Source: an optimization exercise on an open RTL-to-GDS flow (aim: small area and a short achievable clock period). Production flows keep margins and buffers that such runs may drop.
The RTL was checked by simulation tests, not by an equivalence proof against the original design.

==> flow/design.v (outline; a module is shown in full before it is edited, if it fits) <==
// module fulladder1bit: 6 lines
// module s6bitadder: 14 lines
// module s6bitsubtractor: 10 lines
// module s6bitmultiplier: 38 lines
// module s6bitdivider: 2268 lines
// module s6bittobcd: 41 lines
// module s12bittobcd: 41 lines
// module bcd: 11 lines
// module lab1: 59 lines
module lab1(clear, sign, bcd_out, overflow, c, a, b, f, w, clk);
  // ...
==> flow/run.sh <==
#!/bin/bash
# synth_recipe.tcl (not shown) runs the flow's synth.tcl, then flattens the netlist and writes it again
# the make line also repeats each setting of config.mk as NAME=value (left out here)
make -C /OpenROAD-flow-scripts/flow DESIGN_CONFIG=/design/flow/config.mk WORK_HOME=/design/flow/orfs CLKGATE_MAP_FILE= SYNTH_SCRIPT=/design/flow/synth_recipe.tcl finish
==> flow/config.mk <==
export PLATFORM = sky130hd
export DESIGN_NAME = lab1
export DESIGN_NICKNAME = lab1
export VERILOG_FILES = /design/flow/design.v
export SDC_FILE = /design/flow/constraint.sdc
export NUM_CORES = 4
export LEC_CHECK = 0
export CAP_MARGIN = 20
export CORE_MARGIN = 2
export CORE_UTILIZATION = 30
export SLEW_MARGIN = 20
==> flow/constraint.sdc <==
create_clock -name core_clock -period 15.0 [get_ports {clk}]
set_input_delay 3.0000 -clock core_clock [delete_from_list [all_inputs] [get_ports {clk}]]
set_output_delay 3.0000 -clock core_clock [all_outputs]
set_load 0.01 [all_outputs]
==> impl_results.md, run 1 <==
* Outcome: timing/DRC/antenna clean
* Slowest cell on crit path: or3b_2
* Main synth FF type: dfxtp_1
* Complex-gate fraction of the synthesized area at between 40% and 50%
* Most common cell after layout, fill and taps aside: nand2_1
* Placed cells at between 2000 and 2500
* Area of the multi-input gates at 0.0102 mm2
* Post-synthesis mux area share at 3.94%
* Hold Path Depth at 3
* GRT Util Overall at 40.0%
* Crit-path most repeated cell: ha_1
* Remaining DRCs at 0
* Clock-pin slew on the worst setup and hold paths at 0.05 ns
* XOR/XNOR share of the synthesized area at around 3.4%
* Grt met1 use at between 40% and 50%
* Tap cells at 468
* Number of global-route vias before repair at approximately 15000
* Most frequent cells after synthesis: nand2_1 (224), nor2_1 (193), a21oi_1 (148)
* Fin util at 35.2%
* Post-CTS Hold Buffers at 0
* CP endpoint: bcd_out[7]
* Hold worst-path end: c[3]
* Syn_area_per_cell at 6.37 um2
* Post-synth EDFFs at 0
* Fillers at 4047
* Largest net degree at the start of global routing at 85
* Metal-1 WL at 28300 um
* Cell family with most CP delay: compound AO/OA/AOI/OAI gates
* Vias/cell at 6.98
* Final Cycle Share at 96.9%
* Post-route minimum period at around 15 ns
* Buf/Inv on CP at 6
* Clock-cell share at less than 1%
* Crit path launch type: flip-flop
* Worst hold-check path type: in -> reg
* Routed wl met3 at 9590 um
* Crit. End Element: output pin
* Hold Vio Cnt, Final at 0
* Comb_multi_in at 1516
==> module lab1, before the edit <==
module lab1(clear, sign, bcd_out, overflow, c, a, b, f, w, clk);
   input [5:0] a, b;
   input [1:0] f;
   input       w;
   input       clk;
   output reg [11:0] c;
   output        overflow;
   output [27:0] bcd_out;
   output       sign;
   output [5:0] clear;
   wire [11:0]   wsum, wdiff, wproduct, wqr;
   wire          wsum_overflow, wdiff_overflow, dummy;
   wire [27:0]   bcd_temp;
   wire [1:0]    wsign_temp;
   wire [3:0]    bcd_condition;
   wire [15:0]   wbcd_format[1:0];
   s6bitadder add(wsum_overflow, wsum[5:0], a, b);
   s6bitsubtractor sub(wdiff_overflow, wdiff[5:0], a, b);
   s6bitmultiplier mul(wproduct, a, b);
   s6bitdivider div(wqr[11:6], wqr[5:0], a, b);
   s6bittobcd  s6convert_1(wsign_temp[0], wbcd_format[0][7:0], c[5:0]);
   s6bittobcd  s6convert_2(dummy, wbcd_format[0][15:8], c[11:6]);
   s12bittobcd s12convert(wsign_temp[1], wbcd_format[1], c);
   bcd bcd_1(bcd_temp[6:0], ((~bcd_condition)&wbcd_format[0][3:0])|(bcd_condition&wbcd_format[1][3:0]));
   bcd bcd_2(bcd_temp[13:7], ((~bcd_condition)&wbcd_format[0][7:4])|(bcd_condition&wbcd_format[1][7:4]));
   bcd bcd_3(bcd_temp[20:14], ((~bcd_condition)&wbcd_format[0][11:8])|(bcd_condition&wbcd_format[1][11:8]));
   bcd bcd_4(bcd_temp[27:21], ((~bcd_condition)&wbcd_format[0][15:12])|(bcd_condition&wbcd_format[1][15:12]));
   assign bcd_condition = {f[1]&(~f[0]),f[1]&(~f[0]),f[1]&(~f[0]),f[1]&(~f[0])};
   assign bcd_out = ~bcd_temp;
   assign sign = ~(((~f[1])&wsign_temp[0]) | (f[1]&wsign_temp[1]));
   assign clear = 6'b111111;
   assign wsum[11:6] = 6'b000000;
   assign wdiff[11:6] = 6'b000000;
   assign overflow = ((~f[0])&(~f[1])&wsum_overflow) | ((f[0])&(~f[1])&wdiff_overflow) | (1'b0);
   always @(posedge clk)
     begin
        if (w == 1'b0)
          begin
             case(f)
               2'b00: begin
                  c <= {wsum};
               end
               2'b01: begin
                  c <= {wdiff};
               end
               2'b10: begin
                  c <= {wproduct};
               end
               2'b11: begin
                  c <= {wqr};
               end
             endcase
          end
        else
          begin
             c <= {a, b};
          end
     end
endmodule
==> run 2, diff against run 1 <==
==> flow/design.v (replaced) <==
module mul6s(input [5:0] a, input [5:0] b, output [11:0] p);
wire n1, n2, n3, n4, n5, n6, n7, n8, n9, n10, n11, n12, n13, n14, n15, n16, n17, n18, n19, n20, n21, n22, n23, n24, n25, n26, n27, n28, n29, n30, n31, n32, n33, n34, n35, n36, n37, n38, n39, n40, n41, n42, n43, n44, n45, n46, n47, n48, n49, n50, n51, n52, n53, n54, n55, n56, n57, n58, n59, n60, n61, n62, n63, n64, n65, n66, n67, n68, n69, n70, n71, n72, n73, n74, n75, n76, n77, n78, n79, n80, n81, n82, n83, n84, n85, n86, n87, n88, n89, n90, n91, n92, n93, n94, n95, n96, n97, n98;
assign n1 = a[0] & b[0];
assign n2 = a[0] & b[1];
assign n3 = a[0] & b[2];
assign n4 = a[0] & b[3];
assign n5 = a[0] & b[4];
assign n6 = ~(a[0] & b[5]);
assign n7 = a[1] & b[0];
assign n8 = a[1] & b[1];
assign n9 = a[1] & b[2];
assign n10 = a[1] & b[3];
assign n11 = a[1] & b[4];
assign n12 = ~(a[1] & b[5]);
assign n13 = a[2] & b[0];
assign n14 = a[2] & b[1];
assign n15 = a[2] & b[2];
assign n16 = a[2] & b[3];
assign n17 = a[2] & b[4];
assign n18 = ~(a[2] & b[5]);
assign n19 = a[3] & b[0];
assign n20 = a[3] & b[1];
assign n21 = a[3] & b[2];
assign n22 = a[3] & b[3];
assign n23 = a[3] & b[4];
assign n24 = ~(a[3] & b[5]);
assign n25 = a[4] & b[0];
assign n26 = a[4] & b[1];
assign n27 = a[4] & b[2];
assign n28 = a[4] & b[3];
assign n29 = a[4] & b[4];
assign n30 = ~(a[4] & b[5]);
assign n31 = ~(a[5] & b[0]);
assign n32 = ~(a[5] & b[1]);
assign n33 = ~(a[5] & b[2]);
assign n34 = ~(a[5] & b[3]);
assign n35 = ~(a[5] & b[4]);
assign n36 = a[5] & b[5];
assign n37 = n5 ^ n10;
assign n38 = n5 & n10;
assign n39 = n6 ^ n11 ^ n16;
assign n40 = (n6 & n11) | (n6 & n16) | (n11 & n16);
assign n41 = n21 ^ n26;
assign n42 = n21 & n26;
assign n43 = n12 ^ n17 ^ n22;
assign n44 = (n12 & n17) | (n12 & n22) | (n17 & n22);
assign n45 = n27 ^ n32 ^ 1'b1;
assign n46 = (n27 & n32) | (n27 & 1'b1) | (n32 & 1'b1);
assign n47 = n18 ^ n23 ^ n28;
assign n48 = (n18 & n23) | (n18 & n28) | (n23 & n28);
assign n49 = n4 ^ n9;
assign n50 = n4 & n9;
assign n51 = n15 ^ n20 ^ n25;
assign n52 = (n15 & n20) | (n15 & n25) | (n20 & n25);
assign n53 = n31 ^ n38 ^ n39;
assign n54 = (n31 & n38) | (n31 & n39) | (n38 & n39);
assign n55 = n40 ^ n42 ^ n43;
assign n56 = (n40 & n42) | (n40 & n43) | (n42 & n43);
assign n57 = n33 ^ n44 ^ n46;
assign n58 = (n33 & n44) | (n33 & n46) | (n44 & n46);
assign n59 = n24 ^ n29 ^ n34;
assign n60 = (n24 & n29) | (n24 & n34) | (n29 & n34);
assign n61 = n3 ^ n8;
assign n62 = n3 & n8;
assign n63 = n14 ^ n19 ^ n49;
assign n64 = (n14 & n19) | (n14 & n49) | (n19 & n49);
assign n65 = n37 ^ n50 ^ n51;
assign n66 = (n37 & n50) | (n37 & n51) | (n50 & n51);
assign n67 = n41 ^ n52 ^ n53;
assign n68 = (n41 & n52) | (n41 & n53) | (n52 & n53);
assign n69 = n45 ^ n54 ^ n55;
assign n70 = (n45 & n54) | (n45 & n55) | (n54 & n55);
assign n71 = n47 ^ n56 ^ n57;
assign n72 = (n47 & n56) | (n47 & n57) | (n56 & n57);
assign n73 = n48 ^ n58 ^ n59;
assign n74 = (n48 & n58) | (n48 & n59) | (n58 & n59);
assign n75 = n30 ^ n35 ^ n60;
assign n76 = (n30 & n35) | (n30 & n60) | (n35 & n60);
assign n77 = n2 ^ n7;
assign n78 = n2 & n7;
assign n79 = n13 ^ n61 ^ n78;
assign n80 = (n13 & n61) | (n13 & n78) | (n61 & n78);
assign n81 = n62 ^ n63 ^ n80;
assign n82 = (n62 & n63) | (n62 & n80) | (n63 & n80);
assign n83 = n64 ^ n65 ^ n82;
assign n84 = (n64 & n65) | (n64 & n82) | (n65 & n82);
assign n85 = n66 ^ n67 ^ n84;
assign n86 = (n66 & n67) | (n66 & n84) | (n67 & n84);
assign n87 = n68 ^ n69 ^ n86;
assign n88 = (n68 & n69) | (n68 & n86) | (n69 & n86);
assign n89 = n70 ^ n71 ^ n88;
assign n90 = (n70 & n71) | (n70 & n88) | (n71 & n88);
assign n91 = n72 ^ n73 ^ n90;
assign n92 = (n72 & n73) | (n72 & n90) | (n73 & n90);
assign n93 = n74 ^ n75 ^ n92;
assign n94 = (n74 & n75) | (n74 & n92) | (n75 & n92);
assign n95 = n36 ^ n76 ^ n94;
assign n96 = (n36 & n76) | (n36 & n94) | (n76 & n94);
assign n97 = 1'b1 ^ n96;
assign n98 = 1'b1 & n96;
assign p[0] = n1;
assign p[1] = n77;
assign p[2] = n79;
assign p[3] = n81;
assign p[4] = n83;
assign p[5] = n85;
assign p[6] = n87;
assign p[7] = n89;
assign p[8] = n91;
assign p[9] = n93;
assign p[10] = n95;
assign p[11] = n97;
endmodule
module div6(a, b, qr);
  input [5:0] a;
  input [5:0] b;
  output [11:0] qr;
  wire new_n27, new_n28, new_n29, new_n30, new_n31, new_n32, new_n33,
    new_n34, new_n35, new_n36, new_n37, new_n38, new_n39, new_n40, new_n41,
    new_n42, new_n43, new_n44, new_n45, new_n46, new_n47, new_n48, new_n49,
    new_n50, new_n51, new_n52, new_n53, new_n54, new_n55, new_n56, new_n57,
    new_n58, new_n59, new_n60, new_n61, new_n62, new_n63, new_n64, new_n65,
    new_n66, new_n67, new_n68, new_n69, new_n70, new_n71, new_n72, new_n73,
    new_n74, new_n75, new_n76, new_n77, new_n78, new_n79, new_n80, new_n81,
    new_n82, new_n83, new_n84, new_n85, new_n86, new_n87, new_n88, new_n89,
    new_n90, new_n91, new_n92, new_n93, new_n94, new_n95, new_n96, new_n97,
    new_n98, new_n99, new_n100, new_n101, new_n102, new_n103, new_n104,
    new_n105, new_n107, new_n108, new_n109, new_n110, new_n111, new_n113,
    new_n114, new_n115, new_n116, new_n117, new_n119, new_n120, new_n121,
    new_n122, new_n124, new_n125, new_n130, new_n131;
  assign new_n27 = ~a[4] & b[4];
  assign new_n28 = ~b[3] & ~b[4];
  assign new_n29 = ~b[2] & new_n28;
  assign new_n30 = ~a[4] & b[1];
  assign new_n31 = new_n29 & ~new_n30;
  assign new_n32 = a[3] & ~new_n31;
  assign new_n33 = ~b[1] & new_n32;
  assign new_n34 = b[0] & b[1];
  assign new_n35 = new_n31 & new_n34;
  assign new_n36 = ~a[3] & new_n35;
  assign new_n37 = ~new_n33 & ~new_n36;
  assign new_n38 = ~a[2] & b[0];
  assign new_n39 = ~a[3] & b[1];
  assign new_n40 = ~new_n38 & ~new_n39;
  assign new_n41 = ~new_n35 & new_n40;
  assign new_n42 = new_n37 & ~new_n41;
  assign new_n43 = a[4] & new_n28;
  assign new_n44 = b[2] & new_n43;
  assign new_n45 = new_n42 & new_n44;
  assign new_n46 = ~a[1] & b[0];
  assign new_n47 = ~b[1] & ~new_n46;
  assign new_n48 = b[1] & new_n46;
  assign new_n49 = ~new_n29 & ~new_n43;
  assign new_n50 = ~new_n42 & ~new_n49;
  assign new_n51 = b[0] & new_n50;
  assign new_n52 = a[2] & ~new_n51;
  assign new_n53 = new_n38 & new_n50;
  assign new_n54 = ~new_n52 & ~new_n53;
  assign new_n55 = ~new_n48 & ~new_n54;
  assign new_n56 = ~new_n47 & ~new_n55;
  assign new_n57 = new_n45 & ~new_n56;
  assign new_n58 = ~new_n37 & ~new_n38;
  assign new_n59 = new_n32 & ~new_n50;
  assign new_n60 = ~new_n58 & ~new_n59;
  assign new_n61 = ~b[2] & ~new_n56;
  assign new_n62 = a[4] & ~b[4];
  assign new_n63 = ~new_n28 & ~new_n62;
  assign new_n64 = b[2] & new_n56;
  assign new_n65 = ~new_n63 & ~new_n64;
  assign new_n66 = ~new_n61 & new_n65;
  assign new_n67 = ~new_n60 & ~new_n66;
  assign new_n68 = ~new_n57 & ~new_n67;
  assign new_n69 = b[3] & new_n68;
  assign new_n70 = ~b[3] & ~new_n68;
  assign new_n71 = ~a[0] & b[0];
  assign new_n72 = ~b[1] & ~new_n71;
  assign new_n73 = b[1] & new_n71;
  assign new_n74 = new_n60 & ~new_n61;
  assign new_n75 = new_n65 & ~new_n74;
  assign new_n76 = ~new_n45 & ~new_n75;
  assign new_n77 = b[0] & ~new_n76;
  assign new_n78 = a[1] & ~new_n77;
  assign new_n79 = ~a[1] & new_n77;
  assign new_n80 = ~new_n78 & ~new_n79;
  assign new_n81 = ~new_n73 & ~new_n80;
  assign new_n82 = ~new_n72 & ~new_n81;
  assign new_n83 = b[2] & new_n82;
  assign new_n84 = ~b[2] & ~new_n82;
  assign new_n85 = ~new_n47 & ~new_n48;
  assign new_n86 = ~new_n76 & new_n85;
  assign new_n87 = new_n54 & new_n86;
  assign new_n88 = ~new_n54 & ~new_n86;
  assign new_n89 = ~new_n87 & ~new_n88;
  assign new_n90 = ~new_n84 & new_n89;
  assign new_n91 = ~new_n83 & ~new_n90;
  assign new_n92 = ~new_n70 & ~new_n91;
  assign new_n93 = ~new_n69 & ~new_n92;
  assign new_n94 = ~new_n27 & new_n93;
  assign new_n95 = b[3] & new_n62;
  assign new_n96 = ~new_n75 & new_n95;
  assign new_n97 = ~new_n94 & ~new_n96;
  assign new_n98 = b[0] & ~new_n97;
  assign new_n99 = a[0] & new_n98;
  assign new_n100 = ~b[1] & new_n29;
  assign new_n101 = ~b[0] & new_n100;
  assign new_n102 = ~a[5] & ~b[5];
  assign new_n103 = ~new_n101 & new_n102;
  assign new_n104 = ~a[0] & ~new_n98;
  assign new_n105 = new_n103 & ~new_n104;
  assign qr[0] = ~new_n99 & new_n105;
  assign new_n107 = ~new_n72 & ~new_n73;
  assign new_n108 = ~new_n97 & new_n107;
  assign new_n109 = ~new_n80 & new_n108;
  assign new_n110 = new_n80 & ~new_n108;
  assign new_n111 = new_n103 & ~new_n110;
  assign qr[1] = ~new_n109 & new_n111;
  assign new_n113 = ~new_n83 & ~new_n84;
  assign new_n114 = ~new_n97 & new_n113;
  assign new_n115 = ~new_n89 & new_n114;
  assign new_n116 = new_n89 & ~new_n114;
  assign new_n117 = new_n103 & ~new_n116;
  assign qr[2] = ~new_n115 & new_n117;
  assign new_n119 = ~new_n70 & ~new_n96;
  assign new_n120 = new_n91 & ~new_n119;
  assign new_n121 = ~new_n68 & ~new_n94;
  assign new_n122 = ~new_n120 & ~new_n121;
  assign qr[3] = new_n103 & ~new_n122;
  assign new_n124 = a[4] & new_n103;
  assign new_n125 = b[4] & new_n124;
  assign qr[4] = ~new_n93 & new_n125;
  assign qr[6] = ~new_n97 & new_n103;
  assign qr[7] = ~new_n76 & new_n103;
  assign qr[8] = new_n50 & new_n103;
  assign new_n130 = ~a[3] & b[0];
  assign new_n131 = new_n31 & ~new_n130;
  assign qr[9] = new_n103 & new_n131;
  assign qr[10] = new_n100 & new_n124;
  assign qr[5] = 1'b0;
  assign qr[11] = 1'b0;
endmodule
module bcd6(x, y);
  input [5:0] x;
  output [5:0] y;
  wire new_n14, new_n15, new_n16, new_n17, new_n18, new_n19, new_n20,
    new_n21, new_n22, new_n23, new_n24, new_n25, new_n26, new_n27, new_n28,
    new_n29, new_n30, new_n31, new_n32, new_n34, new_n35, new_n37, new_n38,
    new_n39, new_n40, new_n41, new_n42, new_n43, new_n44, new_n45, new_n46,
    new_n47, new_n49, new_n50, new_n51, new_n52, new_n53, new_n54, new_n55,
    new_n56, new_n57, new_n59, new_n60, new_n61;
  assign new_n14 = x[0] & x[5];
  assign new_n15 = x[1] & new_n14;
  assign new_n16 = ~x[1] & ~new_n14;
  assign new_n17 = ~new_n15 & ~new_n16;
  assign new_n18 = x[2] & ~x[4];
  assign new_n19 = ~x[3] & ~new_n18;
  assign new_n20 = x[5] & ~new_n15;
  assign new_n21 = new_n19 & new_n20;
  assign new_n22 = ~x[2] & x[4];
  assign new_n23 = x[3] & ~new_n22;
  assign new_n24 = x[1] & ~x[5];
  assign new_n25 = new_n23 & new_n24;
  assign new_n26 = ~x[3] & new_n22;
  assign new_n27 = ~x[0] & x[5];
  assign new_n28 = ~x[1] & new_n27;
  assign new_n29 = x[3] & new_n18;
  assign new_n30 = ~new_n28 & new_n29;
  assign new_n31 = ~new_n26 & ~new_n30;
  assign new_n32 = ~new_n25 & new_n31;
  assign y[4] = new_n21 | ~new_n32;
  assign new_n34 = ~new_n17 & ~y[4];
  assign new_n35 = new_n17 & y[4];
  assign y[1] = ~new_n34 & ~new_n35;
  assign new_n37 = ~new_n18 & ~new_n22;
  assign new_n38 = ~new_n14 & ~new_n37;
  assign new_n39 = x[3] & ~new_n38;
  assign new_n40 = new_n28 & new_n39;
  assign new_n41 = ~new_n19 & ~new_n23;
  assign new_n42 = ~new_n28 & new_n41;
  assign new_n43 = x[1] & ~new_n27;
  assign new_n44 = new_n18 & new_n43;
  assign new_n45 = new_n26 & ~new_n43;
  assign new_n46 = ~new_n44 & ~new_n45;
  assign new_n47 = ~new_n42 & new_n46;
  assign y[2] = new_n40 | ~new_n47;
  assign new_n49 = new_n19 & new_n43;
  assign new_n50 = ~y[1] & new_n49;
  assign new_n51 = ~x[1] & new_n41;
  assign new_n52 = ~new_n30 & ~new_n51;
  assign new_n53 = new_n27 & ~new_n52;
  assign new_n54 = x[5] & ~new_n18;
  assign new_n55 = ~x[1] & ~new_n54;
  assign new_n56 = new_n39 & new_n55;
  assign new_n57 = ~new_n53 & ~new_n56;
  assign y[3] = new_n50 | ~new_n57;
  assign new_n59 = x[4] & ~x[5];
  assign new_n60 = ~x[4] & x[5];
  assign new_n61 = ~new_n59 & ~new_n60;
  assign y[5] = new_n31 & ~new_n61;
  assign y[0] = x[0];
endmodule
module dd12(c, y);
  input [11:0] c;
  output [15:0] y;
  wire new_n31, new_n32, new_n33, new_n34, new_n35, new_n36, new_n37,
    new_n38, new_n39, new_n40, new_n41, new_n42, new_n43, new_n44, new_n45,
    new_n46, new_n47, new_n48, new_n49, new_n50, new_n51, new_n52, new_n53,
    new_n54, new_n55, new_n56, new_n57, new_n58, new_n59, new_n60, new_n61,
    new_n62, new_n63, new_n64, new_n65, new_n66, new_n67, new_n68, new_n69,
    new_n70, new_n71, new_n72, new_n73, new_n74, new_n75, new_n76, new_n77,
    new_n78, new_n79, new_n80, new_n81, new_n82, new_n83, new_n84, new_n85,
    new_n86, new_n87, new_n88, new_n89, new_n90, new_n91, new_n92, new_n93,
    new_n94, new_n95, new_n96, new_n97, new_n98, new_n99, new_n100,
    new_n101, new_n102, new_n103, new_n104, new_n105, new_n106, new_n107,
    new_n108, new_n109, new_n110, new_n111, new_n112, new_n113, new_n114,
    new_n115, new_n116, new_n117, new_n118, new_n119, new_n120, new_n121,
    new_n122, new_n123, new_n124, new_n125, new_n126, new_n127, new_n128,
    new_n129, new_n130, new_n131, new_n132, new_n133, new_n134, new_n135,
    new_n136, new_n137, new_n138, new_n139, new_n140, new_n141, new_n142,
    new_n143, new_n144, new_n145, new_n146, new_n147, new_n148, new_n149,
    new_n150, new_n151, new_n152, new_n153, new_n154, new_n155, new_n156,
    new_n157, new_n158, new_n159, new_n160, new_n161, new_n162, new_n163,
    new_n164, new_n165, new_n166, new_n167, new_n168, new_n169, new_n170,
    new_n171, new_n172, new_n173, new_n174, new_n175, new_n176, new_n177,
    new_n179, new_n180, new_n182, new_n183, new_n184, new_n187, new_n188,
    new_n189, new_n190, new_n191, new_n192, new_n193, new_n194, new_n195,
    new_n196, new_n197, new_n198, new_n199, new_n200, new_n201, new_n202,
    new_n203, new_n204, new_n205, new_n206, new_n207, new_n208, new_n209,
    new_n210, new_n211, new_n212, new_n213, new_n214, new_n215, new_n216,
    new_n217, new_n218, new_n219, new_n220, new_n222, new_n223, new_n226,
    new_n227, new_n229, new_n230, new_n231, new_n232, new_n233, new_n234,
    new_n235, new_n236, new_n237, new_n238, new_n239, new_n240, new_n241,
    new_n242, new_n243, new_n244, new_n245, new_n247, new_n248, new_n250,
    new_n251, new_n252, new_n253, new_n254, new_n255, new_n256;
  assign new_n31 = c[0] & c[1];
  assign new_n32 = c[11] & new_n31;
  assign new_n33 = ~c[0] & ~c[1];
  assign new_n34 = c[11] & ~new_n33;
  assign new_n35 = ~c[1] & ~new_n34;
  assign new_n36 = ~new_n32 & ~new_n35;
  assign new_n37 = ~c[2] & ~new_n34;
  assign new_n38 = c[2] & new_n34;
  assign new_n39 = ~new_n37 & ~new_n38;
  assign new_n40 = ~c[2] & new_n33;
  assign new_n41 = c[11] & ~new_n40;
  assign new_n42 = ~c[3] & ~new_n41;
  assign new_n43 = c[3] & new_n41;
  assign new_n44 = ~new_n42 & ~new_n43;
  assign new_n45 = ~c[3] & new_n40;
  assign new_n46 = ~c[4] & new_n45;
  assign new_n47 = ~c[5] & new_n46;
  assign new_n48 = c[11] & ~new_n47;
  assign new_n49 = c[6] & ~new_n48;
  assign new_n50 = ~c[6] & new_n48;
  assign new_n51 = ~new_n49 & ~new_n50;
  assign new_n52 = ~c[8] & c[10];
  assign new_n53 = c[8] & ~c[10];
  assign new_n54 = ~new_n52 & ~new_n53;
  assign new_n55 = c[9] & ~c[10];
  assign new_n56 = ~c[9] & c[10];
  assign new_n57 = ~new_n55 & ~new_n56;
  assign new_n58 = ~new_n54 & new_n57;
  assign new_n59 = ~new_n51 & ~new_n58;
  assign new_n60 = c[11] & ~new_n46;
  assign new_n61 = c[5] & ~new_n60;
  assign new_n62 = ~c[5] & new_n60;
  assign new_n63 = ~new_n61 & ~new_n62;
  assign new_n64 = ~c[6] & new_n47;
  assign new_n65 = c[11] & ~new_n64;
  assign new_n66 = ~c[7] & ~new_n65;
  assign new_n67 = c[7] & new_n65;
  assign new_n68 = ~new_n66 & ~new_n67;
  assign new_n69 = ~new_n63 & ~new_n68;
  assign new_n70 = ~c[7] & new_n64;
  assign new_n71 = new_n52 & new_n70;
  assign new_n72 = c[11] & ~new_n71;
  assign new_n73 = ~c[9] & ~new_n72;
  assign new_n74 = c[11] & new_n70;
  assign new_n75 = ~new_n54 & ~new_n74;
  assign new_n76 = c[10] & ~c[11];
  assign new_n77 = ~c[10] & c[11];
  assign new_n78 = ~new_n76 & ~new_n77;
  assign new_n79 = new_n75 & ~new_n78;
  assign new_n80 = c[9] & new_n72;
  assign new_n81 = ~new_n79 & ~new_n80;
  assign new_n82 = ~new_n73 & new_n81;
  assign new_n83 = ~new_n69 & new_n82;
  assign new_n84 = new_n63 & new_n68;
  assign new_n85 = ~new_n82 & ~new_n84;
  assign new_n86 = ~new_n83 & ~new_n85;
  assign new_n87 = new_n51 & new_n75;
  assign new_n88 = new_n54 & new_n74;
  assign new_n89 = ~new_n87 & ~new_n88;
  assign new_n90 = c[9] & new_n70;
  assign new_n91 = ~new_n54 & ~new_n57;
  assign new_n92 = ~new_n90 & new_n91;
  assign new_n93 = new_n89 & ~new_n92;
  assign new_n94 = ~new_n86 & ~new_n93;
  assign new_n95 = new_n86 & ~new_n92;
  assign new_n96 = ~new_n94 & ~new_n95;
  assign new_n97 = new_n59 & ~new_n96;
  assign new_n98 = ~new_n59 & new_n96;
  assign new_n99 = ~new_n97 & ~new_n98;
  assign new_n100 = c[11] & ~new_n45;
  assign new_n101 = c[4] & ~new_n100;
  assign new_n102 = ~c[4] & new_n100;
  assign new_n103 = ~new_n101 & ~new_n102;
  assign new_n104 = ~new_n99 & ~new_n103;
  assign new_n105 = ~new_n92 & new_n99;
  assign new_n106 = new_n68 & ~new_n105;
  assign new_n107 = ~new_n68 & ~new_n89;
  assign new_n108 = ~new_n92 & new_n107;
  assign new_n109 = ~new_n68 & ~new_n92;
  assign new_n110 = ~new_n63 & ~new_n109;
  assign new_n111 = new_n89 & new_n110;
  assign new_n112 = ~new_n108 & ~new_n111;
  assign new_n113 = ~new_n106 & new_n112;
  assign new_n114 = ~new_n82 & ~new_n113;
  assign new_n115 = new_n68 & new_n89;
  assign new_n116 = new_n82 & ~new_n115;
  assign new_n117 = ~new_n114 & ~new_n116;
  assign new_n118 = new_n54 & ~new_n116;
  assign new_n119 = ~new_n107 & ~new_n118;
  assign new_n120 = new_n83 & ~new_n119;
  assign new_n121 = ~new_n117 & ~new_n120;
  assign new_n122 = new_n63 & ~new_n121;
  assign new_n123 = ~new_n63 & ~new_n117;
  assign new_n124 = ~new_n122 & ~new_n123;
  assign new_n125 = new_n51 & ~new_n82;
  assign new_n126 = ~new_n51 & new_n82;
  assign new_n127 = ~new_n125 & ~new_n126;
  assign new_n128 = ~new_n54 & ~new_n69;
  assign new_n129 = ~new_n127 & new_n128;
  assign new_n130 = new_n69 & new_n127;
  assign new_n131 = ~new_n129 & ~new_n130;
  assign new_n132 = ~new_n96 & new_n131;
  assign new_n133 = ~new_n124 & new_n132;
  assign new_n134 = ~new_n104 & ~new_n133;
  assign new_n135 = new_n44 & ~new_n134;
  assign new_n136 = new_n39 & new_n135;
  assign new_n137 = ~new_n39 & ~new_n44;
  assign new_n138 = new_n99 & new_n103;
  assign new_n139 = new_n124 & ~new_n138;
  assign new_n140 = ~new_n104 & ~new_n124;
  assign new_n141 = ~new_n139 & ~new_n140;
  assign new_n142 = ~new_n137 & new_n141;
  assign new_n143 = ~new_n132 & ~new_n138;
  assign new_n144 = ~new_n124 & ~new_n143;
  assign new_n145 = new_n103 & new_n132;
  assign new_n146 = new_n144 & ~new_n145;
  assign new_n147 = ~new_n44 & ~new_n104;
  assign new_n148 = new_n139 & new_n147;
  assign new_n149 = ~new_n146 & ~new_n148;
  assign new_n150 = ~new_n142 & new_n149;
  assign new_n151 = ~new_n136 & new_n150;
  assign new_n152 = ~new_n39 & ~new_n151;
  assign new_n153 = ~c[2] & ~new_n151;
  assign new_n154 = c[2] & new_n151;
  assign new_n155 = ~new_n153 & ~new_n154;
  assign new_n156 = ~new_n31 & ~new_n155;
  assign new_n157 = new_n139 & ~new_n147;
  assign new_n158 = ~new_n144 & ~new_n157;
  assign new_n159 = ~new_n44 & ~new_n158;
  assign new_n160 = new_n44 & new_n158;
  assign new_n161 = ~new_n159 & ~new_n160;
  assign new_n162 = c[1] & new_n155;
  assign new_n163 = ~new_n161 & ~new_n162;
  assign new_n164 = ~new_n156 & new_n163;
  assign new_n165 = ~new_n149 & new_n161;
  assign new_n166 = ~new_n39 & new_n141;
  assign new_n167 = ~new_n165 & new_n166;
  assign new_n168 = new_n39 & new_n165;
  assign new_n169 = new_n135 & new_n151;
  assign new_n170 = ~new_n168 & ~new_n169;
  assign new_n171 = ~new_n167 & new_n170;
  assign new_n172 = ~new_n164 & new_n171;
  assign new_n173 = ~new_n152 & new_n172;
  assign new_n174 = new_n39 & new_n151;
  assign new_n175 = ~new_n161 & ~new_n174;
  assign new_n176 = ~new_n173 & ~new_n175;
  assign new_n177 = ~new_n161 & new_n173;
  assign y[4] = new_n176 | new_n177;
  assign new_n179 = ~new_n36 & y[4];
  assign new_n180 = new_n36 & ~y[4];
  assign y[1] = new_n179 | new_n180;
  assign new_n182 = ~new_n152 & ~new_n174;
  assign new_n183 = ~new_n179 & new_n182;
  assign new_n184 = new_n179 & ~new_n182;
  assign y[2] = ~new_n183 & ~new_n184;
  assign y[3] = ~new_n172 & ~y[2];
  assign new_n187 = new_n57 & ~new_n78;
  assign new_n188 = new_n119 & new_n187;
  assign new_n189 = new_n78 & ~new_n92;
  assign new_n190 = ~new_n188 & ~new_n189;
  assign new_n191 = ~new_n117 & new_n190;
  assign new_n192 = new_n117 & ~new_n190;
  assign new_n193 = ~new_n120 & ~new_n192;
  assign new_n194 = ~new_n191 & new_n193;
  assign new_n195 = new_n158 & new_n194;
  assign new_n196 = ~new_n158 & ~new_n194;
  assign new_n197 = ~new_n195 & ~new_n196;
  assign new_n198 = new_n114 & ~new_n194;
  assign new_n199 = ~new_n195 & ~new_n198;
  assign new_n200 = new_n78 & ~new_n119;
  assign new_n201 = ~new_n92 & ~new_n188;
  assign new_n202 = ~new_n200 & new_n201;
  assign new_n203 = new_n199 & ~new_n202;
  assign new_n204 = ~new_n120 & new_n203;
  assign new_n205 = ~new_n197 & ~new_n204;
  assign new_n206 = new_n99 & ~new_n146;
  assign new_n207 = ~new_n133 & ~new_n206;
  assign new_n208 = ~new_n199 & new_n202;
  assign new_n209 = ~new_n203 & ~new_n208;
  assign new_n210 = ~new_n207 & new_n209;
  assign new_n211 = new_n207 & ~new_n209;
  assign new_n212 = ~new_n210 & ~new_n211;
  assign new_n213 = new_n151 & new_n212;
  assign new_n214 = ~new_n210 & ~new_n213;
  assign new_n215 = ~new_n205 & new_n214;
  assign new_n216 = ~new_n196 & new_n204;
  assign new_n217 = ~new_n214 & ~new_n216;
  assign new_n218 = ~new_n215 & ~new_n217;
  assign new_n219 = ~new_n151 & ~new_n212;
  assign new_n220 = ~new_n213 & ~new_n219;
  assign y[5] = ~new_n218 & ~new_n220;
  assign new_n222 = new_n215 & ~new_n216;
  assign new_n223 = new_n205 & ~new_n214;
  assign y[6] = new_n222 | new_n223;
  assign y[7] = new_n218 & ~new_n219;
  assign new_n226 = ~new_n212 & ~new_n218;
  assign new_n227 = new_n151 & new_n218;
  assign y[8] = ~new_n226 & ~new_n227;
  assign new_n229 = ~new_n117 & new_n189;
  assign new_n230 = ~new_n158 & new_n229;
  assign new_n231 = ~new_n207 & new_n230;
  assign new_n232 = new_n89 & new_n158;
  assign new_n233 = ~new_n207 & ~new_n232;
  assign new_n234 = ~new_n82 & ~new_n115;
  assign new_n235 = ~new_n233 & new_n234;
  assign new_n236 = new_n202 & ~new_n235;
  assign new_n237 = ~new_n231 & new_n236;
  assign new_n238 = ~new_n99 & new_n158;
  assign new_n239 = ~new_n117 & ~new_n238;
  assign new_n240 = new_n187 & ~new_n239;
  assign new_n241 = ~new_n120 & ~new_n240;
  assign new_n242 = new_n114 & ~new_n207;
  assign new_n243 = ~new_n202 & ~new_n230;
  assign new_n244 = ~new_n242 & new_n243;
  assign new_n245 = new_n241 & new_n244;
  assign y[9] = ~new_n237 & ~new_n245;
  assign new_n247 = ~new_n236 & new_n241;
  assign new_n248 = new_n236 & ~new_n241;
  assign y[10] = ~new_n247 & ~new_n248;
  assign new_n250 = new_n82 & ~new_n194;
  assign new_n251 = ~new_n238 & ~new_n250;
  assign new_n252 = ~new_n78 & new_n207;
  assign new_n253 = ~new_n251 & ~new_n252;
  assign new_n254 = new_n57 & new_n253;
  assign new_n255 = ~new_n187 & ~new_n253;
  assign new_n256 = ~new_n254 & ~new_n255;
  assign y[11] = ~y[10] & new_n256;
  assign y[12] = ~new_n189 & ~new_n253;
  assign y[13] = ~new_n78 & new_n253;
  assign y[14] = 1'b0;
  assign y[15] = 1'b0;
  assign y[0] = c[0];
endmodule
module segm(x, y, f, bcd_out);
  input [15:0] x;
  input [13:0] y;
  input [1:0] f;
  output [27:0] bcd_out;
  wire new_n62, new_n63, new_n64, new_n65, new_n66, new_n67, new_n68,
    new_n69, new_n70, new_n71, new_n72, new_n73, new_n74, new_n75, new_n76,
    new_n77, new_n78, new_n80, new_n81, new_n82, new_n83, new_n85, new_n91,
    new_n92, new_n93, new_n94, new_n95, new_n96, new_n97, new_n98, new_n99,
    new_n100, new_n102, new_n103, new_n104, new_n105, new_n106, new_n107,
    new_n108, new_n111, new_n114, new_n117, new_n118, new_n119, new_n120,
    new_n121, new_n122, new_n123, new_n124, new_n125, new_n126, new_n127,
    new_n128, new_n129, new_n130, new_n132, new_n133, new_n134, new_n135,
    new_n136, new_n137, new_n140, new_n141, new_n146, new_n147, new_n148,
    new_n149, new_n150, new_n151, new_n152, new_n153, new_n154, new_n155,
    new_n157, new_n158, new_n159, new_n160, new_n161, new_n162, new_n163,
    new_n166, new_n169;
  assign new_n62 = ~f[0] & f[1];
  assign new_n63 = x[2] & new_n62;
  assign new_n64 = y[2] & ~new_n62;
  assign new_n65 = ~new_n63 & ~new_n64;
  assign new_n66 = x[1] & new_n62;
  assign new_n67 = y[1] & ~new_n62;
  assign new_n68 = ~new_n66 & ~new_n67;
  assign new_n69 = x[0] & new_n62;
  assign new_n70 = y[0] & ~new_n62;
  assign new_n71 = ~new_n69 & ~new_n70;
  assign new_n72 = ~new_n68 & ~new_n71;
  assign new_n73 = ~new_n65 & ~new_n72;
  assign new_n74 = new_n68 & new_n71;
  assign new_n75 = x[3] & new_n62;
  assign new_n76 = y[3] & ~new_n62;
  assign new_n77 = ~new_n75 & ~new_n76;
  assign new_n78 = ~new_n74 & new_n77;
  assign bcd_out[4] = new_n73 & new_n78;
  assign new_n80 = new_n65 & new_n74;
  assign new_n81 = new_n65 & ~new_n68;
  assign new_n82 = new_n77 & ~new_n81;
  assign new_n83 = ~new_n80 & new_n82;
  assign bcd_out[0] = ~bcd_out[4] & new_n83;
  assign new_n85 = new_n71 & new_n78;
  assign bcd_out[1] = new_n65 & new_n85;
  assign bcd_out[2] = ~new_n80 & ~new_n85;
  assign bcd_out[3] = ~new_n73 & new_n82;
  assign bcd_out[5] = ~new_n73 & new_n78;
  assign bcd_out[6] = new_n68 & bcd_out[0];
  assign new_n91 = ~x[4] & ~x[7];
  assign new_n92 = new_n62 & new_n91;
  assign new_n93 = x[4] & x[5];
  assign new_n94 = x[6] & ~new_n93;
  assign new_n95 = ~x[7] & ~new_n94;
  assign new_n96 = new_n62 & ~new_n95;
  assign new_n97 = x[5] & new_n62;
  assign new_n98 = ~x[6] & new_n97;
  assign new_n99 = y[5] & ~new_n62;
  assign new_n100 = ~new_n98 & ~new_n99;
  assign bcd_out[10] = ~new_n96 & new_n100;
  assign new_n102 = ~new_n92 & ~bcd_out[10];
  assign new_n103 = ~y[4] & ~new_n62;
  assign new_n104 = ~x[4] & ~x[5];
  assign new_n105 = ~x[6] & new_n62;
  assign new_n106 = new_n104 & new_n105;
  assign new_n107 = ~new_n103 & ~new_n106;
  assign new_n108 = new_n91 & new_n97;
  assign bcd_out[9] = new_n107 & ~new_n108;
  assign bcd_out[7] = ~new_n102 & bcd_out[9];
  assign new_n111 = ~new_n96 & new_n107;
  assign bcd_out[12] = new_n99 | new_n111;
  assign bcd_out[8] = ~bcd_out[9] & bcd_out[12];
  assign new_n114 = ~x[7] & ~new_n104;
  assign bcd_out[11] = new_n96 & new_n114;
  assign bcd_out[13] = ~new_n97 & bcd_out[7];
  assign new_n117 = x[8] & new_n62;
  assign new_n118 = y[6] & ~new_n62;
  assign new_n119 = ~new_n117 & ~new_n118;
  assign new_n120 = ~x[11] & new_n62;
  assign new_n121 = x[9] & new_n120;
  assign new_n122 = ~y[9] & ~new_n62;
  assign new_n123 = y[7] & new_n122;
  assign new_n124 = ~new_n121 & ~new_n123;
  assign new_n125 = ~y[8] & ~new_n62;
  assign new_n126 = ~y[7] & new_n125;
  assign new_n127 = ~x[10] & new_n62;
  assign new_n128 = ~x[9] & new_n127;
  assign new_n129 = ~new_n126 & ~new_n128;
  assign new_n130 = new_n124 & new_n129;
  assign bcd_out[16] = ~new_n119 | new_n130;
  assign new_n132 = ~new_n120 & ~new_n122;
  assign new_n133 = ~new_n125 & ~new_n127;
  assign new_n134 = ~new_n124 & ~new_n133;
  assign new_n135 = new_n119 & ~new_n134;
  assign new_n136 = ~new_n132 & ~new_n135;
  assign new_n137 = new_n124 & ~new_n136;
  assign bcd_out[19] = ~new_n130 & new_n136;
  assign bcd_out[18] = ~new_n137 & ~bcd_out[19];
  assign new_n140 = ~new_n132 & ~new_n134;
  assign new_n141 = ~bcd_out[18] & new_n140;
  assign bcd_out[14] = bcd_out[16] & new_n141;
  assign bcd_out[15] = new_n119 & new_n134;
  assign bcd_out[17] = ~new_n130 & new_n141;
  assign bcd_out[20] = new_n124 & bcd_out[14];
  assign new_n146 = ~x[12] & ~x[15];
  assign new_n147 = new_n62 & new_n146;
  assign new_n148 = x[12] & x[13];
  assign new_n149 = x[14] & ~new_n148;
  assign new_n150 = ~x[15] & ~new_n149;
  assign new_n151 = new_n62 & ~new_n150;
  assign new_n152 = x[13] & new_n62;
  assign new_n153 = ~x[14] & new_n152;
  assign new_n154 = y[11] & ~new_n62;
  assign new_n155 = ~new_n153 & ~new_n154;
  assign bcd_out[24] = ~new_n151 & new_n155;
  assign new_n157 = ~new_n147 & ~bcd_out[24];
  assign new_n158 = ~y[10] & ~new_n62;
  assign new_n159 = ~x[12] & ~x[13];
  assign new_n160 = ~x[14] & new_n62;
  assign new_n161 = new_n159 & new_n160;
  assign new_n162 = ~new_n158 & ~new_n161;
  assign new_n163 = new_n146 & new_n152;
  assign bcd_out[23] = new_n162 & ~new_n163;
  assign bcd_out[21] = ~new_n157 & bcd_out[23];
  assign new_n166 = ~new_n151 & new_n162;
  assign bcd_out[26] = new_n154 | new_n166;
  assign bcd_out[22] = ~bcd_out[23] & bcd_out[26];
  assign new_n169 = ~x[15] & ~new_n159;
  assign bcd_out[25] = new_n151 & new_n169;
  assign bcd_out[27] = ~new_n152 & bcd_out[21];
endmodule
module lab1(clear, sign, bcd_out, overflow, c, a, b, f, w, clk);
   input [5:0] a, b;
   input [1:0] f;
   input       w;
   input       clk;
   output reg [11:0] c;
   output        overflow;
   output [27:0] bcd_out;
   output        sign;
   output [5:0]  clear;
   wire       sub = f[0];
   wire [5:0] bx = b ^ {6{sub}};
   wire [5:0] as = a + bx + {5'd0, sub};
   wire [11:0] prod, qr;
   mul6s mul(.a(a), .b(b), .p(prod));
   div6  div(.a(a), .b(b), .qr(qr));
   assign overflow = ~f[1] & (a[5] ~^ bx[5]) & (as[5] ^ a[5]);
   assign clear = 6'b111111;
   always @(posedge clk)
     if (w) c <= {a, b};
     else if (f[1]) c <= f[0] ? qr : prod;
     else c <= {6'b0, as};
   wire [15:0] bw;
   wire [5:0]  bl, bh;
   dd12 conv12(.c(c), .y(bw));
   bcd6 conv_lo(.x(c[5:0]), .y(bl));
   bcd6 conv_hi(.x(c[11:6]), .y(bh));
   segm disp(.x(bw), .y({2'b00, bh, bl}), .f(f), .bcd_out(bcd_out));
   assign sign = f[1] ? ~c[11] : ~c[5];
endmodule
==> run 2 against run 1 <==
  * Routed wire length shrank 79%
  * Area after synthesis fell by 50%
  * Synthesized cell count shrank 56%
  * Global-route usage is 23 points lower
  * Maximum frequency increased by 43%
  * Critical path depth decreased by 27
  * First-iteration DRC count is 87% lower
  * Setup slack better by 4.4 ns
  * Design area decreased by 52%
==> impl_results.md, run 2 <==
* Least-Margin Pin Slew at between 0.9 and 1 ns
* Post-synth EDFFs at 0 (unchanged)
* Syn_area_per_cell at 7.14 um2 (+12%)
* Register bit total from synthesis at 12
* Routed wl met3 at 727 um (-92%)
* Post-DR wirelength/cell at 16.3 um
* Ant diodes at 0
* GRT overflow at 0
* CTS tree: yes
* Setup violation total in the final timing report at 0
* Buffers on Ports at 56
* FP Rows at 49
* Number of global-route vias before repair at 5311 (-64%)
* Dpl ws at around 5.2 ns
* Die Ht at approximately 140 um
* Crit. End Element: output pin
* Initial antenna violation count at 0
* Hold Vio Cnt, Final at 0 (unchanged)
* Crit path DAT at 7.17 ns
* Highest-count cells in the layout ignoring fill and taps: nor2_1 (76), nand2_1 (69), inv_1 (67)
* CP Max Fanout at 16
* Layout Nets at 853
* Biggest regs: c x12
* Netlist cell types at 102
* Crit path launch type: flip-flop
* Synthesized area at 0.00549 mm2
* Final ANT Viol Nets at 0
* GRT Util Overall at 16.7% (-23 points)
* Max-slew violations at 0
* RD Place Congestion at 0.875
* Die Span X at 139 um
* Worst hold-check path type: in -> reg
* Most common cell after layout, fill and taps aside: nor2_1
* Core area at 0.0180 mm2
* FFs w/ async S/R, synth at 0%
* RSZ-0062 raised after global routing: no
* Max Freq at 0.0983 GHz
* P&R area growth vs syn at 11.6%
* Uppermost layer routed: met4
* Most frequent cells after synthesis: nor2_1 (76), nand2_1 (69), inv_1 (67)
* Vias at 5601
* Metal-1 WL at 7560 um (-73%)
* Post-route setup slack at 4.83 ns
* Max reg flops at 12
* Maximum clock path buffer count at 2
* DRT Pass-1 Iters at 5
* Vias/cell at 5.55 (-21%)
* Htree depth at 1
* Max_cap viols at 0
* Final wirelength at 16400 um
* Largest net degree at the start of global routing at 40 (-53%)
* Post-synth top area share at under 10%
* Remaining DRCs at 0 (unchanged)
* Layout cell share with drive strength beyond 1 at 8.45%
* WL met2 at 8000 um
* Cells after synthesis at 769
* Cells resized by post-CTS repair at 0
* Post-route minimum period at 10.17 ns (-4.37 ns)
* Synth area leader: fa_1
* Slew margin rel. at 35.5%
* Crit Path Category: reg -> out
* Largest register by flop count: c
* First-pass GRT wire length at approximately 28000 um
* Main synth FF type: dfxtp_1
* Final Cycle Share at 67.8% (-29 points)
* Initial Util at a little under a third
* Iter 0 DRT Violations at 335
* Req. time, crit path at around 12 ns
* Post-CTS Setup Inserts at 0
* Post-CTS Hold Buffers at 0 (unchanged)
* Clock sinks at 12
* Synth top area cells: fa_1 (9.5%), ha_1 (6.6%), nor2_1 (5.2%)
* Most numerous cell in the Yosys netlist: nor2_1
* Seq/Total Area, Yosys at 4.37%
* Die area at between 0.015 and 0.02 mm2
* Ys Warns at 1
* Final HPWL DP at 12600 um
* Clk root buf: clkbuf_16
* Setup_tns at 0 ns
* Outcome: timing/DRC/antenna clean
* I/O pins at between 60 and 70
* CTS buffer count at 3
* Clock-pin slew on the worst setup and hold paths at 0.04 ns (about the same)
==> run 2: cell types whose count changed after synthesis, sizes merged, moves of 16 or more <==
cell / change
clkbuf: -55
mux2i: -20
a31oi: -19
a21oi: -110
a211oi: -16
o21ai: -110
inv: -18
nand3: -21
nor3: -52
ha: -48
nor2: -115
o22ai: -30
nand2: -154
==> run 2: kinds of logic after synthesis <==
family	count (synthesis)	share of synthesized area [%]
simple gates	296	28.8
compound gates	230	31.3
buf+inv	124	10.9
fa+ha+maj	57	16.4
xor+xnor	38	6.06
flops	12	4.37
mux	10	1.87
other cells	2	0.137
==> run 2: worst max-delay path: stages (launching register included) <==
cell             delay, ns
dfxtp_1               0.48
nor4_4                0.81
a31oi_1               0.25
nor4_2                0.86
a21o_2                0.36
a22oi_1               0.14
or2_2                 0.34
a211oi_2              0.29
nor2_2                0.10
nor2_1                0.11
a21oi_1               0.05
ha_1                  0.31
inv_1                 0.05
fa_1                  0.43
nor2b_1               0.16
mux2i_1               0.28
nor2_1                0.10
a21oi_2               0.40
nor2_1                0.10
a21boi_0              0.18
o211ai_1              0.16
nor4_2                0.35
clkdlybuf4s50_1       0.62
==> run 2: worst paths after layout <==
kind	startpoint	endpoint	slack [ns]	depth (start not counted)
hold / removal	b[5]	c[5]	3.63	3
setup / recovery	c[1]	bcd_out[17]	4.83	22
==> run 2: layout make-up <==
class	instances	area (um2)
well taps	229	287
multi-input cells	638	4670
clock buffers	4	88.8
inverters	67	251
repair buffers	60	591
flip-flops and latches	12	240
fillers	1916	11800
==> run 2: metrics by stage <==
step           std cells  instance area (um2)  hold slack, ns  util [%]
2_1_floorplan        774                 5510            3.12         -
3_3_place_gp        1006                 6040            3.83      33.6
3_5_place_dp        1006                 6040            3.83      33.6
4_1_cts             1010                 6130            3.61      34.1
5_1_grt             1010                 6130            3.64      34.1
6_report            1010                 6130            3.63      34.1
==> run 2: routing by layer <==
layer	track usage [%]	vias up
met5	0	-
met4	2.18	0
met3	1.20	14
met2	29.4	149
met1	23.0	2681
li1	-	2757
==> run 3, diff against run 2 <==
--- a/flow/config.mk
+++ b/flow/config.mk
@@ -5,6 +5,7 @@
 export SDC_FILE = /design/flow/constraint.sdc
 export NUM_CORES = 4
 export LEC_CHECK = 0
+export ABC_AREA = 1
 export CAP_MARGIN = 20
 export CORE_MARGIN = 2
 export CORE_UTILIZATION = 30
==> run 3 against run 2 <==
  * Sequential cell count did not move
  * Critical path depth fell by 10
  * First-iteration DRC count fell by 17%
  * Largest cell class unchanged
  * Global-route usage fell by 2.1 points
  * Via count fell by 20%
  * Final cell count fell by 6.3%
==> impl_results.md, run 3 <==
* Outcome: timing/DRC/antenna clean
* Syn_area_per_cell at 6.07 um2 (-15%)
* Largest family of logic cells by synthesized area: simple AND/OR/NAND/NOR gates
* Hold Vio Cnt, Final at 0 (unchanged)
* Slowest cell on crit path: clkdlybuf4s50_1
* Post-route minimum period at 9.16 ns (-1.01 ns)
* Worst stage delay on the critical path at 0.63 ns (-0.23 ns)
* Final Cycle Share at 61.1% (-6.8 points)
* Remaining DRCs at 0 (unchanged)
* Seq/Total Area, Yosys at 5.46% (+1.1 points)
* Synth Area in Simple Gates at 39.1% (+10 points)
* Max-slew violations at 0 (unchanged)
* Max reg flops at 12 (unchanged)
* Ys Warns at 1 (unchanged)
* Crit path launch type: primary input
* Netlist cell types at 53 (-48%)
* Clock sinks at 12 (unchanged)
* Worst setup startpoint: f[1]
* Setup_tns at 0 ns (unchanged)
* Largest register by flop count: c
* First-pass GRT wire length at 19500 um (-29%)
* FFs w/ async S/R, synth at 0% (unchanged)
* Req. time, crit path at 12.00 ns (about the same)
* Worst hold-check path type: in -> reg
* Largest net degree at the start of global routing at 18 (-55%)
* Synthesized area at 0.00440 mm2 (-20%)
* Crit. End Element: output pin
* Clock-pin slew on the worst setup and hold paths at 0.04 ns (about the same)
* Layout cell share with drive strength beyond 1 at 11.2% (+2.7 points)
* Complex-gate fraction of the synthesized area at 15.4% (-16 points)
* Die Span X at 125 um (-10%)
* Htree depth at 1 (unchanged)
* Post-CTS Setup Inserts at 0 (unchanged)
* Number of global-route vias before repair at 4206 (-21%)
* Min-delay src: w
* Area of placed instances at 0.00507 mm2 (-16%)
* CP Max Fanout at 17 (+1)
* Dpl ws at 5.82 ns (+0.624 ns)
* Placed cells at 943 (-6.3%)
* Cell family with most CP delay: buffers and inverters
* Final HPWL DP at 9610 um (-24%)
* Crit-path cells: clkdlybuf4s50_1, inv_1, nor2_1, clkinv_1, o21ai_0, inv_1, nor2_1, inv_1, nand2_1, nor2_1, nor4_1, clkdlybuf4s50_1
* Crit Path Category: in -> out
* Slew margin rel. at 56.1% (+21 points)
* Register bit total from synthesis at 12 (unchanged)
* Final ANT Viol Nets at 0 (unchanged)
* Post-synthesis mux area share at 0% (-1.9 points)
* Biggest regs: c x12
* Post-route setup slack at 5.84 ns (+1.01 ns)
* Most numerous cell in the Yosys netlist: nand2_1
* Iter 0 DRT Violations at 277 (-17%)
* Least-Margin Pin Slew at 0.657 ns (-0.304 ns)
* Synth top area cells: nand2_1 (13%), inv_1 (12%), fa_1 (12%)
* Main synth FF type: dfxtp_1
* Post-synth top area share at 12.7% (+3.2 points)
* Post-CTS Hold Buffers at 0 (unchanged)
* CTS tree: yes
* Post-route insts no fill at 946 (-6.3%)
* Cells resized by post-CTS repair at 0 (unchanged)
* Final wirelength at 11600 um (-29%)
* Most common cell after layout, fill and taps aside: nand2_1
* Design area at 0.00514 mm2 (-16%)
* Fillers at 1593 (-17%)
* RD Place Congestion at 0.889 (+1.6%)
* Most frequent cells after synthesis: nand2_1 (149), inv_1 (141), nor2_1 (57)
* Fin util at 35.6% (+1.5 points)
* Buf/Inv on CP at 6 (+4)
* Crit path DAT at 6.16 ns (-1.01 ns)
* DRT Pass-1 Iters at 4 (-1)
* Max_cap viols at 0 (unchanged)
* Layout Nets at 835 (-2.1%)
* Die area at 0.0156 mm2 (-19%)
* Max Freq at 0.109 GHz (+11%)
* CTS buffer count at 3 (unchanged)
* Buffers on Ports at 56 (unchanged)
* Clk root buf: clkbuf_16
* GRT overflow at 0 (unchanged)
* Setup violation total in the final timing report at 0 (unchanged)
* Maximum clock path buffer count at 2 (unchanged)
* Initial Util at 30.5% (-0.078 points)
* FP Rows at 44 (-10%)
* Vias/cell at 4.75 (-14%)
* Initial antenna violation count at 0 (unchanged)
* Core area at 0.0144 mm2 (-20%)
* Ant diodes at 0 (unchanged)
* GRT Util Overall at 14.6% (-2.1 points)
* P&R area growth vs syn at 16.9%
* Die Ht at 125 um (-10%)
* Post-synth EDFFs at 0 (unchanged)
* Cells after synthesis at 725 (-5.7%)
* Post-DR wirelength/cell at 12.3 um (-24%)
* Highest-count cells in the layout ignoring fill and taps: nand2_1 (149), inv_1 (141), nor2_1 (57)
* I/O pins at 64 (unchanged)
* Post-synthesis adder-cell area fraction at 20.1% (+3.6 points)
* RSZ-0062 raised after global routing: no
* Vias at 4492 (-20%)
* Synth area leader: nand2_1
* XOR/XNOR share of the synthesized area at 2.79% (-3.3 points)
run 3: logic make-up (layout without fill, tap and decap cells):
family	Yosys count	count (layout)
adder cells (fa/ha/maj)	55	55
XOR/XNOR	14	14
other	2	7
flip-flops	12	12
AO/OA/AOI/OAI	113	113
AND/OR/NAND/NOR	343	343
buffers and inverters	186	218
run 3: worst paths after layout:
path | end | cells after the start
worst min-delay path | c[8] | 3
worst max-delay path | bcd_out[6] | 12
run 3: stage by stage:
stage          hold slack [ns]
2_1_floorplan             3.10
3_3_place_gp              3.80
3_5_place_dp              3.80
4_1_cts                   3.58
5_1_grt                   3.61
6_report                  3.60
run 3: layout make-up:
class                   instances  area (um2)  area share [%]
multi-input cells             532        3430            66.7
flip-flops and latches         12         240            4.67
inverters                     158         598            11.6
well taps                     184         230            4.48
clock buffers                   3        75.1            1.46
repair buffers                 57         568            11.0
run 3: routing by layer:
metal  vias to the layer above  global-route usage, %  part of all wire, %  routed length (um)
li1                       2363                      -                    -                   -
met1                      2019                   18.9                   46                5360
met2                        89                   26.4                   49                5690
met3                        21                  0.599                  2.6                 304
met4                         0                   4.51                  2.2                 260
met5                         -                      0                    0                   0
==> run 4, diff against run 3 <==
==> flow/flow/run.sh (new file) <==
#!/bin/bash
# The standard layout (the standard.sh, unchanged synthesis), with one change:
# the port buffers that ORFS inserts at global placement use sky130_fd_sc_hd__buf_2
# instead of the cell buffer_ports picks by default (clkdlybuf4s50_1, a slow delay cell).
set -euo pipefail
export BUFFER_PORTS_ARGS="-buffer_cell sky130_fd_sc_hd__buf_2"
bash standard.sh > standard_flow.log 2>&1
==> flow/standard.sh (new file) <==
#!/bin/bash
# synth_recipe.tcl (not shown) runs the flow's synth.tcl, then flattens the netlist and writes it again
# the make line also repeats each setting of config.mk as NAME=value (left out here)
make -C /OpenROAD-flow-scripts/flow DESIGN_CONFIG=/design/flow/config.mk WORK_HOME=/design/flow/orfs CLKGATE_MAP_FILE= SYNTH_SCRIPT=/design/flow/synth_recipe.tcl "${@:-finish}"
removed: flow/run.sh
==> run 4 against run 3 <==
  * Synthesized cell count stayed put
  * Non-clock buffer count stayed put
  * Critical endpoint is now bcd_out[20]
  * Still clean on timing, DRC and antenna
  * Core utilization is 1.9 points lower
  * Critical path type is now reg -> out
  * Design area is 5.5% lower
  * Global-route usage is 0.058 points lower
==> impl_results.md, run 4 <==
* Biggest regs: c x12
* Slowest cell on crit path: dfxtp_1
* DRT Pass-1 Iters at 5 (+1)
* Ant diodes at 0 (unchanged)
* Post-synth EDFFs at 0 (unchanged)
* Req. time, crit path at 12.00 ns (about the same)
* Initial antenna violation count at 1 (+1)
* Vias/cell at 4.79 (+0.93%)
* Clock-pin slew on the worst setup and hold paths at 0.04 ns (about the same)
* Placed cells at 943 (unchanged)
* Crit Path Category: reg -> out
* Highest-count cells in the layout ignoring fill and taps: nand2_1 (149), inv_1 (141), nor2_1 (57)
* Post-route insts no fill at 946 (unchanged)
* Setup violation total in the final timing report at 0 (unchanged)
* Cells resized by post-CTS repair at 0 (unchanged)
* Netlist cell types at 53 (unchanged)
* Buffers on Ports at 56 (unchanged)
* Crit path DAT at 5.21 ns (-0.95 ns)
* GRT Util Overall at 14.6% (-0.058 points)
* Synth area leader: nand2_1
* Worst hold-check path type: in -> reg
* Htree depth at 1 (unchanged)
* Syn_area_per_cell at 6.07 um2 (unchanged)
* Setup_tns at 0 ns (unchanged)
* Ys Warns at 1 (unchanged)
* Post-synth top area share at 12.7% (unchanged)
* FP Rows at 44 (unchanged)
* Main synth FF type: dfxtp_1
* CP Max Fanout at 16 (-1)
* I/O pins at 64 (unchanged)
* Final HPWL DP at 9680 um (+0.68%)
* RSZ-0062 raised after global routing: no
* Die area at 0.0156 mm2 (unchanged)
* RD Place Congestion at 0.880 (-0.99%)
* Largest net degree at the start of global routing at 18 (unchanged)
* Outcome: timing/DRC/antenna clean
* Vias at 4534 (+0.93%)
* Post-route setup slack at 6.79 ns (+0.949 ns)
* Initial Util at 30.5% (unchanged)
* Post-CTS Hold Buffers at 0 (unchanged)
* Clock sinks at 12 (unchanged)
* Worst stage delay on the critical path at 0.75 ns (+0.12 ns)
* Hold Vio Cnt, Final at 0 (unchanged)
* Synth top area cells: nand2_1 (13%), inv_1 (12%), fa_1 (12%)
* Crit-path most repeated cell: nand2_1
* Final ANT Viol Nets at 0 (unchanged)
* Max reg flops at 12 (unchanged)
* Layout Nets at 835 (unchanged)
* Post-route minimum period at 8.21 ns (-0.949 ns)
* Die Ht at 125 um (unchanged)
* Seq/Total Area, Yosys at 5.46% (unchanged)
* Final Cycle Share at 54.7% (-6.3 points)
* Dpl ws at 6.87 ns (+1.05 ns)
* Post-DR wirelength/cell at 12.3 um (+0.24%)
* CTS buffer count at 3 (unchanged)
* GRT overflow at 0 (unchanged)
* Fin util at 33.7% (-1.9 points)
* Max Freq at 0.122 GHz (+12%)
* Most frequent cells after synthesis: nand2_1 (149), inv_1 (141), nor2_1 (57)
* Max_cap viols at 0 (unchanged)
* Core area at 0.0144 mm2 (unchanged)
* Crit. End Element: output pin
* Maximum clock path buffer count at 2 (unchanged)
* Die Span X at 125 um (unchanged)
* Post-CTS Setup Inserts at 0 (unchanged)
* Synthesized area at 0.00440 mm2 (unchanged)
* CTS tree: yes
* First-pass GRT wire length at 19500 um (about the same)
* Largest register by flop count: c
* Clk root buf: clkbuf_16
* Register bit total from synthesis at 12 (unchanged)
* Crit path launch type: flip-flop
* Remaining DRCs at 0 (unchanged)
* Least-Margin Pin Slew at 0.677 ns (+0.0195 ns)
* Iter 0 DRT Violations at 276 (-0.36%)
* FFs w/ async S/R, synth at 0% (unchanged)
* P&R area growth vs syn at 10.5%
* Final wirelength at 11600 um (+0.24%)
* Cells after synthesis at 725 (unchanged)
* Number of global-route vias before repair at 4197 (-0.21%)
* Most common cell after layout, fill and taps aside: nand2_1
* Max-slew violations at 0 (unchanged)
* Layout cell share with drive strength beyond 1 at 18.5% (+7.3 points)
* Slew margin rel. at 54.8% (-1.3 points)
* Most numerous cell in the Yosys netlist: nand2_1
[run 4: changes by cell type in the layout (fill, tap and decap cells not counted)]
cell / delta
buf_2: +56
clkdlybuf4s50_1: -56
[run 4: per-layer routing]
| metal | track usage, % | part of all wire [%] | vias up |
|---|---|---|---|
| li1 | - | - | 2359 |
| met1 | 18.9 | 46 | 2076 |
| met2 | 26.7 | 49 | 85 |
| met3 | 0.856 | 3.8 | 14 |
| met4 | 3.20 | 1.6 | 0 |
| met5 | 0 | 0 | - |
[run 4: logic make-up after synthesis]
logic type / count (synthesis) / synth area share (%)
fa+ha+maj: 55 / 20.1
buf+inv: 186 / 17.0
other cells: 2 / 0.171
flops: 12 / 5.46
xor+xnor: 14 / 2.79
compound gates: 113 / 15.4
simple gates: 343 / 39.1
[run 4: worst paths after layout]
check,slack [ns],from,cells after the start,end
setup / recovery,6.79,c[11],34,bcd_out[20]
hold / removal,3.10,w,2,c[8]
[run 4: cell type report]
type,instances,area [um2]
clock buffer,3,75.1
timing repair buffer,57,288
inverter,158,598
sequential,12,240
fill,1642,9560
tap,184,230
multi-input combinational,532,3430
[run 4: critical path, delay by kind of cell (launching register included)]
family / cells / cell delay (ns)
AO/OA/AOI/OAI: 4 / 0.72
buffers and inverters: 7 / 0.78
flip-flops: 1 / 0.75
adder cells (fa/ha/maj): 2 / 0.72
AND/OR/NAND/NOR: 21 / 1.97
[run 4: metrics by stage]
step	hold slack (ns)	cell area, um2
6_report	3.10	4860
5_1_grt	3.09	4860
4_1_cts	3.09	4860
3_5_place_dp	3.34	4790
3_3_place_gp	3.33	4790
2_1_floorplan	3.10	4420

what the ideal ports hide:
The results above use ideal ports. As a check the final layouts listed here were re-extracted and re-timed, cells and wires unchanged. Step 1 sets driving cells, clkbuf_16 on the clock port and buf_2 on the other inputs (assumed; they add their load-dependent delay and slew). Step 2 also shifts input and output timing later by t, the mid clock arrival at the registers, as if the neighbouring blocks saw the same clock. Slacks: ideal / step 1 / step 2; pairs: ideal / step 1.
run | shift t [ns] | setup slack, ns | worst setup path at the end | clock arrival spread, ns | cell pins on the clock port's net
run 1 | 0.286 | 0.459 / 0.422 / 0.709 | register to output | 0.005 / 0.005 | 1
run 2 | 0.271 | 4.826 / 4.792 / 5.062 | register to output | 0.001 / 0.001 | 1
run 3 | 0.274 | 5.839 / 5.801 / 5.801 | input to output | 0.000 / 0.001 | 1
run 4 | 0.266 | 6.788 / 6.756 / 6.826 | input to output | 0.002 / 0.002 | 1
After both steps setup and hold are still met in every run listed. The setup slack of run 3, which loses most, moves by -0.038 ns with the drivers and by -0.038 ns with both steps.
